Context: an optimization exercise on an open-source flow, tuned for small area. The choices shown serve that exercise and are no tape-out recipe.
Function was checked by simulation only, so behaviour that the tests miss may differ from the original.
Power and IR drop assume default switching activity.

**design/flow/design.v**
```verilog
`timescale 1ns/10ps
module rgb2ycrcb(clk, rst, r, g, b, y, cr, cb);
	input        clk;
	input        rst;
	input  [9:0] r, g, b;
	output reg [9:0] y, cr, cb;
	reg [21:0] y1, cr1, cb1;
	reg [19:0] yr, yg, yb;
	always@(posedge clk)
		if (rst) begin
			yr <= 0;
			yb <= 0;
			yg <= 0;
			y1 <= 0;
		end else begin
			yr <= 10'h132 * r;
			yg <= 10'h259 * g;		
			yb <= 10'h074 * b;
			y1 <= yr + yg + yb;
		end
	reg [19:0] crr, crg, crb;
	always@(posedge clk)
		if (rst) begin
			crr <= 0;
			crg <= 0;
			crb <= 0;
			cr1 <= 0;
		end else begin
			crr <= r << 9;
			crg <= 10'h1ad * g;		
			crb <= 10'h053 * b;
			cr1 <= crr - crg - crb;
		end
	reg [19:0] cbr, cbg, cbb;
	always@(posedge clk)
		if (rst) begin
			cbr <= 0;
			cbg <= 0;
			cbb <= 0;
			cb1 <= 0;
		end else begin
			cbr <= 10'h0ad * r;
			cbg <= 10'h153 * g;		
			cbb <= b << 9;
			cb1 <= cbb - cbr - cbg;
		end
	always@(posedge clk)
		if (rst) begin
			y <= 0;
			cr <= 0;
			cb <= 0;
		end else begin
			y <= (y1[19:10] & {10{!y1[21]}}) | {10{(!y1[21] && y1[20])}};
			cr <= (cr1[19:10] & {10{!cr1[21]}}) | {10{(!cr1[21] && cr1[20])}};
			cb <= (cb1[19:10] & {10{!cb1[21]}}) | {10{(!cb1[21] && cb1[20])}};
		end
	endmodule
```
**design/flow/run.sh**
```bash
#!/bin/bash
# synth_recipe.tcl (not shown) runs the flow's synth.tcl, then flattens the netlist and writes it again
# the make line also repeats each setting of config.mk as NAME=value (left out here)
make -C /OpenROAD-flow-scripts/flow DESIGN_CONFIG=/design/flow/config.mk WORK_HOME=/design/flow/orfs CLKGATE_MAP_FILE= SYNTH_SCRIPT=/design/flow/synth_recipe.tcl finish
```
**design/flow/config.mk**
```make
export PLATFORM = sky130hd
export DESIGN_NAME = rgb2ycrcb
export DESIGN_NICKNAME = rgb2ycrcb
export VERILOG_FILES = /design/flow/design.v
export SDC_FILE = /design/flow/constraint.sdc
export NUM_CORES = 4
export LEC_CHECK = 0
export CAP_MARGIN = 20
export CORE_MARGIN = 2
export CORE_UTILIZATION = 40
export SLEW_MARGIN = 20
```
**design/flow/constraint.sdc**
```tcl
create_clock -name core_clock -period 6.0 [get_ports {clk}]
set_input_delay 1.2000 -clock core_clock [delete_from_list [all_inputs] [get_ports {clk}]]
set_output_delay 1.2000 -clock core_clock [all_outputs]
set_load 0.01 [all_outputs]
```
==> metrics.md <==
| Metric | Value |
|---|---|
| Status | `no timing/DRC/antenna violations` |
| Final GP Congestion | `0.858` |
| CTS tree | `yes` |
| Drc violations | `0` |
| RSZ-0062 raised after global routing | `no` |
| Main area contributors after synthesis | `ha_1 27%, dfxtp_1 22%, fa_1 15%` |
| GR met2 Demand/Resource | `30.7%` |
| Synth unique cells | `64` |
| Register area | `4000 um2` |
| Initial antenna violation count | `1` |
| Setup crit start kind | `input pin` |
| Share of the synthesized area in the top cell type | `26.9%` |
| P_sw | `0.00375 W` |
| Reg power frac | `23.3%` |
| Mean Syn Cell Area | `9.28 um2` |
| Post-layout min period | `5.46 ns` |
| Pleak | `10.1 nW` |
| Comb pwr share | `62.9%` |
| Synth Area in Simple Gates | `12.0%` |
| Hpwl dp | `34900 um` |
| Num CTS Buffers | `17` |
| Adder-Cell Fraction of Synth Area | `41.7%` |
| Final Hold Violating Endpoints | `0` |
| Initial Utilization | `40.8%` |
| Cells after Synth | `1953` |
| Area occupied by multi-input gates | `12700 um2` |
| Post-synth design cell area | `18100 um2` |
| Crit path kind | `in -> reg` |
| Drt via density | `4.95` |
| Synth Warn # | `1` |
| Largest area contributor in the netlist | `ha_1` |
| Arr. time, crit path | `5.79 ns` |
| Rows | `77` |
| Setup-failing EPs final | `0` |
| Layout cells sized above 1 | `3.95%` |
| Post-CTS Hold Fix Bufs | `0` |
| Fin. max-slew vios | `0` |
| Synth Area in XOR/XNOR | `5.22%` |
| Max Clock Skew | `0.0212 ns` |
| Final period util | `90.9%` |
| Largest net degree at the start of global routing | `78` |
| PortBufs | `61` |
| EDFF count, synth | `0` |
| Root Driver | `clkbuf_16` |
| Worst-path clk slew | `0.09 ns` |
| Sw Share | `44.3%` |
| # clock sinks | `200` |
| TritonRoute pass-1 iters | `5` |
| GR Overflow Total | `0` |
| CP Capture Type | `flop` |
| Peak supply drop | `0.211 mV` |
| Most numerous cell in the Yosys netlist | `ha_1` |
| Rel. slew slack | `34.6%` |
| Synth-to-layout area growth | `11.7%` |
| Met1 Resource Use GR | `23.4%` |
| I/O pin count | `62` |
| Main combinational cell family by area after synthesis | `adder cells` |
| FMAX | `0.183 GHz` |
| Worst-Skew Late Latency | `0.45 ns` |
| Die ar. | `47000 um2` |
| GR Layer Usage met3 | `2.29%` |
| Routed WL | `40800 um` |
| Via Count | `13100` |
| Core area | `44400 um2` |
| Antenna fix cells | `0` |
| Final TNS setup | `0 ns` |
| Tot Pwr | `0.00847 W` |
| Worst path required time | `6.33 ns` |
| GRT Overall Usage | `17.8%` |
| Most used flip-flop cell after synthesis | `dfxtp_1` |
| Die width | `217 um` |
| Critical path peak fanout | `6` |
| Clock Power Share | `13.8%` |
| Pint | `0.00472 W` |
| Post-CTS resize count | `0` |
| Fillers | `4354` |
| Antenna-violating nets left | `0` |
| First-pass GRT wire length | `66500 um` |
| Synth async-reset ratio | `0%` |
| Sequential fraction of the synthesis area | `22.1%` |
| #FFs+latches synth | `200` |
| Post-synth top cells | `389 x ha_1, 361 x inv_1, 200 x dfxtp_1, 167 x nor2_1, 134 x fa_1` |
| Final nets | `2595` |
| Mux contribution to synthesized area | `0.414%` |
| H-tree depth | `4` |
| Worst Hold Class | `reg -> reg` |
| Die H | `217 um` |
| Max Cap Viol | `0` |
| Layer with the highest usage | `met2` |
| PD cells | `419 nW/um2` |
| DR WL/cell | `15.4 um` |
| Iter 0 DRT Violations | `557` |
| Compound-gate portion of the synthesized area | `10.6%` |
| Postcts setup bufs | `0` |
| Max clock buf depth | `2` |
| Tightest Pin Transition | `0.980 ns` |
| Number of global-route vias before repair | `13300` |
| Synth Net Count | `2508` |
==> path summary, 6_finish.rpt <==
| check | from | slack, ns | depth (start not counted) | endpoint |
|---|---|---|---|---|
| hold reg to reg | cb1[10]$_SDFF_PP0_ | 0.42 | 1 | cb[0]$_SDFF_PP0_ |
| setup / recovery | r[0] | 0.54 | 15 | cbr[17]$_SDFF_PP0_ |
| setup reg to reg | crr[10]$_SDFF_PP0_ | 2.06 | 13 | cr1[19]$_SDFF_PP0_ |
| hold / removal | cb1[10]$_SDFF_PP0_ | 0.42 | 1 | cb[0]$_SDFF_PP0_ |
==> final cells by class <==
cell class | instances | area share (%)
multi-input combinational | 1367 | 62.6
inverter | 361 | 6.70
timing repair buffer | 93 | 4.21
clock inverter | 15 | 0.958
tap | 592 | 3.66
clock buffer | 17 | 2.10
sequential | 200 | 19.8
==> kinds of logic (layout without fill, tap and decap cells) <==
| kind of cell | count (synthesis) | in the layout |
|---|---|---|
| flip-flops | 200 | 200 |
| AND/OR/NAND/NOR | 443 | 443 |
| multiplexers | 7 | 7 |
| XOR/XNOR | 108 | 108 |
| AO/OA/AOI/OAI | 286 | 286 |
| buffers and inverters | 386 | 486 |
| adder cells (fa/ha/maj) | 523 | 523 |
==> worst max-delay path: stages <==
cell and delay (ns):
clkdlybuf4s50_1 0.66, ha_1 0.27, inv_1 0.07, fa_1 0.50
inv_1 0.05, fa_1 0.50, fa_1 0.49, ha_1 0.34
or3_1 0.36, o211a_1 0.15, a41o_1 0.28, o41ai_1 0.35
buf_4 0.19, o21ai_1 0.08, mux2_2 0.29
==> metrics by stage <==
step / area [um2] / hold slack (ns) / util [%] / instances / setup slack [ns]
after floorplan: 18100 / 0.405 / - / 1953 / 1.06
after global placement: 19600 / 0.413 / 44.2 / 2613 / 0.179
after detailed placement: 19600 / 0.411 / 44.2 / 2613 / 0.170
after CTS: 20200 / 0.430 / 45.6 / 2645 / 0.634
after global routing: 20200 / 0.453 / 45.6 / 2645 / 0.307
final: 20200 / 0.424 / 45.6 / 2645 / 0.543
==> layout by cell type, fill, tap and decap left out, drive strengths merged, types with 5 or more instances in the layout <==
cell type / netlist / layout
o21a: 46 / 46
buf: 6 / 33
nor3: 60 / 60
nand2: 52 / 52
a21o: 35 / 35
o211ai: 9 / 9
nand2b: 16 / 16
xor2: 50 / 50
or2: 6 / 6
clkbuf: 19 / 17
nor3b: 7 / 7
nor2b: 54 / 54
o21ai: 52 / 52
nand4: 6 / 6
xnor2: 58 / 58
clkinv: 0 / 9
o31a: 5 / 5
nand3: 18 / 18
ha: 389 / 389
a31oi: 10 / 10
dfxtp: 200 / 200
o21bai: 7 / 7
and3: 19 / 19
fa: 134 / 134
clkdlybuf4s50: 0 / 60
or3: 14 / 14
nor2: 167 / 167
a211oi: 11 / 11
and2: 5 / 5
a21oi: 69 / 69
o41ai: 7 / 7
nor4: 5 / 5
inv: 361 / 367
==> registers in the layout (all words and copies together), names as in the netlist <==
| name | flops |
|---|---|
| crg | 17 |
| cr | 10 |
| cbg | 18 |
| yr | 15 |
| yg | 20 |
| cbb | 10 |
| cb | 10 |
| y1 | 11 |
| yb | 13 |
| cr1 | 12 |
| crb | 16 |
| y | 10 |
| crr | 10 |
| cb1 | 12 |
| cbr | 16 |
==> power by group through the flow <==
stage                     sequential, W  clock [W]  combinational [W]
after floorplan                 0.00194          0            0.00405
after global placement          0.00201          0            0.00520
after detailed placement        0.00202          0            0.00532
after CTS                       0.00199    0.00119            0.00537
after global routing            0.00201    0.00124            0.00606
final                           0.00197    0.00117            0.00533
==> routing by layer <==
layer  part of all wire [%]  wire length (um)  vias up
li1                       -                 -     6644
met1                     47             19300     6232
met2                     48             19500      159
met3                    2.4               986       43
met4                    2.5              1020        2
met5                  0.029                12        -

==> what the ideal ports hide <==
Ports are ideal in the flow. The routed layout listed here was re-timed in OpenROAD. Step 1 sets driving cells, clkbuf_16 on the clock port and buf_2 on the other inputs (assumed; they add their load-dependent delay and slew). Step 2 times the ports against the registers' clock, not the clock port: input delays grow and output delays shrink by t, the midpoint of the rising clock arrivals with the driver on. Slacks: ideal ports / drivers / drivers and shift; pairs: ideal ports / drivers.
t, ns: 0.492
slack for setup (ns): 0.543 / 0.568 / 0.076
worst register clock-pin slew, ns: 0.09 / 0.09
After both steps this run still meets setup and hold. The setup slack of this run moves by +0.025 ns with the drivers and by -0.467 ns with both steps.
